From an optimization exercise on the open Yosys and OpenROAD flow, aimed at small area; shortcuts taken in it are not production practice. Function was checked by simulation only, so behaviour that the tests miss may differ from the original. The flow treats the clock pin as an ideal source, which a real chip does not have. Power and IR drop assume default switching activity.

==> 04-09 <==
// berger_zero_faulty_memory
module berger_zero_faulty_memory(
    input clk,
    input rst,
    input [7:0] input_data,
    input [3:0] input_addr,
    input wr_en,
    input [11:0] unidirectional_fault_mask,
    input fault_enable,
    input fault_zero_to_one,
    output [7:0] output_data,
    output zero_to_one_error
);
    reg  [7:0]  data [0:15];
    reg  [15:0] valid;
    wire [15:0] dec = 16'd1 << input_addr;
    always @(posedge clk or posedge rst) begin
        if (rst)
            valid <= 16'd0;
        else if (wr_en)
            valid <= valid | dec;
    end
    genvar k;
    generate
        for (k = 0; k < 16; k = k + 1) begin : word
            always @(posedge clk) begin
                if (wr_en && dec[k])
                    data[k] <= input_data;
            end
        end
    endgenerate
    wire [15:0] sel = dec & valid;
    reg  [7:0]  rd;
    integer i;
    always @(*) begin
        rd = 8'd0;
        for (i = 0; i < 16; i = i + 1)
            rd = rd | ({8{sel[i]}} & data[i]);
    end
    wire v = |sel;
    wire [3:0] ones_rd = rd[0] + rd[1] + rd[2] + rd[3] + rd[4] + rd[5] + rd[6] + rd[7];
    wire [3:0] zeros_rd = 4'd8 - ones_rd;
    wire [11:0] word_rd = {rd, zeros_rd[3] & v, zeros_rd[2:0]};
  ...
==> flow/config.mk <==
export PLATFORM = sky130hd
export DESIGN_NAME = berger_zero_faulty_memory
export DESIGN_NICKNAME = berger_zero_faulty_memory
export VERILOG_FILES = /design/flow/design.v
export SDC_FILE = /design/flow/constraint.sdc
export NUM_CORES = 4
export LEC_CHECK = 0
export ABC_AREA = 1
export CAP_MARGIN = 20
export CORE_MARGIN = 2
export CORE_UTILIZATION = 40
export SLEW_MARGIN = 20
==> flow/constraint.sdc <==
create_clock -name core_clock -period 8.0 [get_ports {clk}]
set_input_delay 1.6000 -clock core_clock [delete_from_list [all_inputs] [get_ports {clk}]]
set_output_delay 1.6000 -clock core_clock [all_outputs]
set_load 0.01 [all_outputs]
standard.sh (not shown) runs the stock make flow with config.mk's settings and CLKGATE_MAP_FILE= SYNTH_SCRIPT=/design/flow/synth_recipe.tcl, a recipe that flattens the netlist after the stock synthesis.
==> flow/flow/run.sh <==
#!/bin/bash
# Standard synthesis, then an area re-mapping of the combinational logic
# (flip-flops untouched), then the standard layout with small port buffers
# and a clock tree without dummy loads.
set -euo pipefail
HERE=$(pwd)
R=$HERE/orfs/results/sky130hd/berger_zero_faulty_memory/base
LIB=$FLOW_HOME/platforms/sky130hd/lib/sky130_fd_sc_hd__tt_025C_1v80.lib

bash standard.sh synth > synth_standard.log 2>&1
cp $R/1_2_yosys.v $HERE/standard_1_2_yosys.v

LIB=$LIB IN_V=$HERE/standard_1_2_yosys.v OUT_V=$R/1_2_yosys.v \
  ABC_SCRIPT=$HERE/flow/area.abc STAT_OUT=$HERE/reabc_stat.txt \
  yosys -c $HERE/flow/reabc.tcl > reabc.log 2>&1
rm -f $R/1_synth.odb $R/1_synth.sdc

export BUFFER_PORTS_ARGS="-buffer_cell sky130_fd_sc_hd__buf_1"
export CTS_ARGS="-sink_clustering_enable -repair_clock_nets -dont_use_dummy_load -buf_list sky130_fd_sc_hd__clkbuf_8 -sink_clustering_size 24 -sink_clustering_max_diameter 60"
bash standard.sh > layout.log 2>&1
==> flow/flow/area.abc <==
strash
dc2
dch -f
amap
topo
==> flow/flow/reabc.tcl <==
yosys -import
# Re-map the combinational logic of the standard synthesis netlist for area.
# The flip-flops, and their instance names and cell types, are kept exactly
# as the standard synthesis made them.
set lib $::env(LIB)
read_liberty -ignore_miss_func $lib
read_verilog $::env(IN_V)
hierarchy -top $::env(FLOW_TOP)
setattr -mod -set keep_hierarchy 1 sky130_fd_sc_hd__*df* sky130_fd_sc_hd__*dl*
flatten
blackbox sky130_fd_sc_hd__*
opt_clean -purge
opt -fast
abc -liberty $lib -script $::env(ABC_SCRIPT) -dont_use *probe* -dont_use *lpflow*
opt_clean -purge
setundef -zero
hilomap -singleton -hicell sky130_fd_sc_hd__conb_1 HI -locell sky130_fd_sc_hd__conb_1 LO
insbuf -buf sky130_fd_sc_hd__buf_4 A X
splitnets
# left out here: clean up, hide names made inside functions
tee -o $::env(STAT_OUT) stat -liberty $lib
write_verilog -noattr -nohex -nodec $::env(OUT_V)
==> 10-14: changes against 04-09 <==
==> flow/run.sh (new file) <==
#!/bin/bash
# synth_recipe.tcl (not shown) runs the flow's synth.tcl, then flattens the netlist and writes it again
# the make line also repeats each setting of config.mk as NAME=value (left out here)
make -C /OpenROAD-flow-scripts/flow DESIGN_CONFIG=/design/flow/config.mk WORK_HOME=/design/flow/orfs CLKGATE_MAP_FILE= SYNTH_SCRIPT=/design/flow/synth_recipe.tcl finish
CAP_MARGIN = 0   (was 20)
CORE_UTILIZATION = 60   (was 40)
CTS_BUF_LIST = sky130_fd_sc_hd__clkbuf_8   (was not set)
CTS_CLUSTER_DIAMETER = 100   (was not set)
CTS_CLUSTER_SIZE = 40   (was not set)
SLEW_MARGIN = 0   (was 20)
removed: flow/flow/run.sh
removed: flow/flow/area.abc
removed: flow/flow/reabc.tcl
removed: flow/standard.sh
==> 12-16: changes against 04-09 <==
--- a/flow/flow/run.sh
+++ b/flow/flow/run.sh
@@ -16,5 +16,7 @@
 rm -f $R/1_synth.odb $R/1_synth.sdc
 
 export BUFFER_PORTS_ARGS="-buffer_cell sky130_fd_sc_hd__buf_1"
-export CTS_ARGS="-sink_clustering_enable -repair_clock_nets -dont_use_dummy_load -buf_list sky130_fd_sc_hd__clkbuf_8 -sink_clustering_size 24 -sink_clustering_max_diameter 60"
+export CTS_ARGS="-sink_clustering_enable -repair_clock_nets -dont_use_dummy_load -root_buf sky130_fd_sc_hd__clkbuf_16 -buf_list sky130_fd_sc_hd__clkbuf_4"
+export POST_CTS_TCL=$HERE/flow/post_cts.tcl
+export CTS_UPSIZE_FANOUT=12
 bash standard.sh > layout.log 2>&1
==> flow/flow/post_cts.tcl (new file) <==
# Clock leaf buffers that drive many flip-flops get a stronger cell, to keep
# the slew at the flip-flops' clock pins low; then re-legalize the placement.
foreach inst [get_cells clkbuf_*] {
  if {[get_property $inst ref_name] ne "sky130_fd_sc_hd__clkbuf_4"} { continue }
  set out [get_pins -of_objects $inst -filter "direction==output"]
  set loads [get_pins -of_objects [get_nets -of_objects $out] -filter "direction==input"]
  if {[llength $loads] >= $::env(CTS_UPSIZE_FANOUT)} {
    puts "post_cts: [get_full_name $inst] fanout [llength $loads] -> clkbuf_8"
    replace_cell $inst sky130_fd_sc_hd__clkbuf_8
  }
}
detailed_placement
check_placement -verbose
estimate_parasitics -placement
CAP_MARGIN = 0   (was 20)
CORE_UTILIZATION = 60   (was 40)
GPL_TIMING_DRIVEN = 0   (was not set)
SLEW_MARGIN = 0   (was 20)
==> qor summary <==
quantity                                                                             10-14                  12-16                 04-09
DIE HEIGHT                                                                          106 um                 102 um                124 um
Met1 wire length                                                                   6510 um                5990 um               6290 um
Number of buffers inserted during clock tree synthesis                                  17                      -                    17
Floorplan die width                                                                 106 um                 102 um                124 um
Result of the run                                                 timing/DRC/antenna clean  timing/DRC/antenna clean  timing/DRC/antenna clean
Launching element of the worst setup path                                    input_addr[1]          input_addr[1]         input_addr[3]
Highest-delay cell along the critical path                                            fa_1                 nor2_1               nor2b_1
Hold buffers post-CTS                                                                    0                      -                     0
Endpoint of the worst register-to-register path                       valid[2]$_DFFE_PP0P_  valid[12]$_DFFE_PP0P_  valid[3]$_DFFE_PP0P_
Total chip power                                                                   1660 uW                1390 uW               1480 uW
Final setup slack of the worst path                                               0.342 ns               0.463 ns              0.533 ns
Length of routed met3 wiring                                                       1370 um                1210 um               1070 um
Sequential group share of total power                                                50.8%                  61.3%                 57.9%
Worst slack after detailed placement                                             -0.134 ns              -0.302 ns              0.228 ns
Synthesized area divided by synthesized cell count                               11.0 um^2              13.9 um^2             13.9 um^2
Count of placed standard cells in the final layout, fillers left out                   787                    598                   670
Layout area overhead                                                                 16.9%                  8.95%                 13.7%
Iteration count of the initial detailed-routing pass                                     8                      7                     5
DP Area                                                                       0.00692 mm^2           0.00605 mm^2          0.00627 mm^2
Slew Limit Headroom                                                                  25.7%                  11.5%                 27.8%
Maximum frequency from static timing analysis                                    0.131 GHz              0.133 GHz             0.134 GHz
Power Sequential                                                                    845 uW                 856 uW                857 uW
Number of buffers inserted to repair setup after CTS                                     1                      -                     0
Layout buffering overhead excluding clock cells                                      7.35%                  2.22%                 4.61%
Routability congestion estimate                                                      0.925                  0.831                 0.851

-- port drivers added, routing unchanged --
In the flow no input, the clock included, has a driving cell. The finished layouts below were timed again as built, in two steps. Step 1, drivers: a clkbuf_16 drives clk and a buf_2 each remaining input, both assumed. Step 2, shift: input delay + t, output delay - t, t = (earliest + latest rising clock arrival at the registers) / 2. This alone moves slack from input paths to output paths. Three values: ideal, step 1, step 2; two values: the first two.
| run | t (ns) | setup WS [ns] | slew at the worst register clock pin (ns) |
|---|---|---|---|
| 04-09 | 0.462 | 0.533 / 0.512 / 0.512 | 0.07 / 0.07 |
| 10-14 | 0.474 | 0.342 / 0.318 / 0.318 | 0.09 / 0.09 |
| 12-16 | 0.383 | 0.463 / 0.440 / 0.440 | 0.11 / 0.11 |
After both steps setup and hold are still met in every run listed. For 10-14, which loses most, drivers alone change the setup slack by -0.024 ns; drivers and shift together by -0.024 ns.
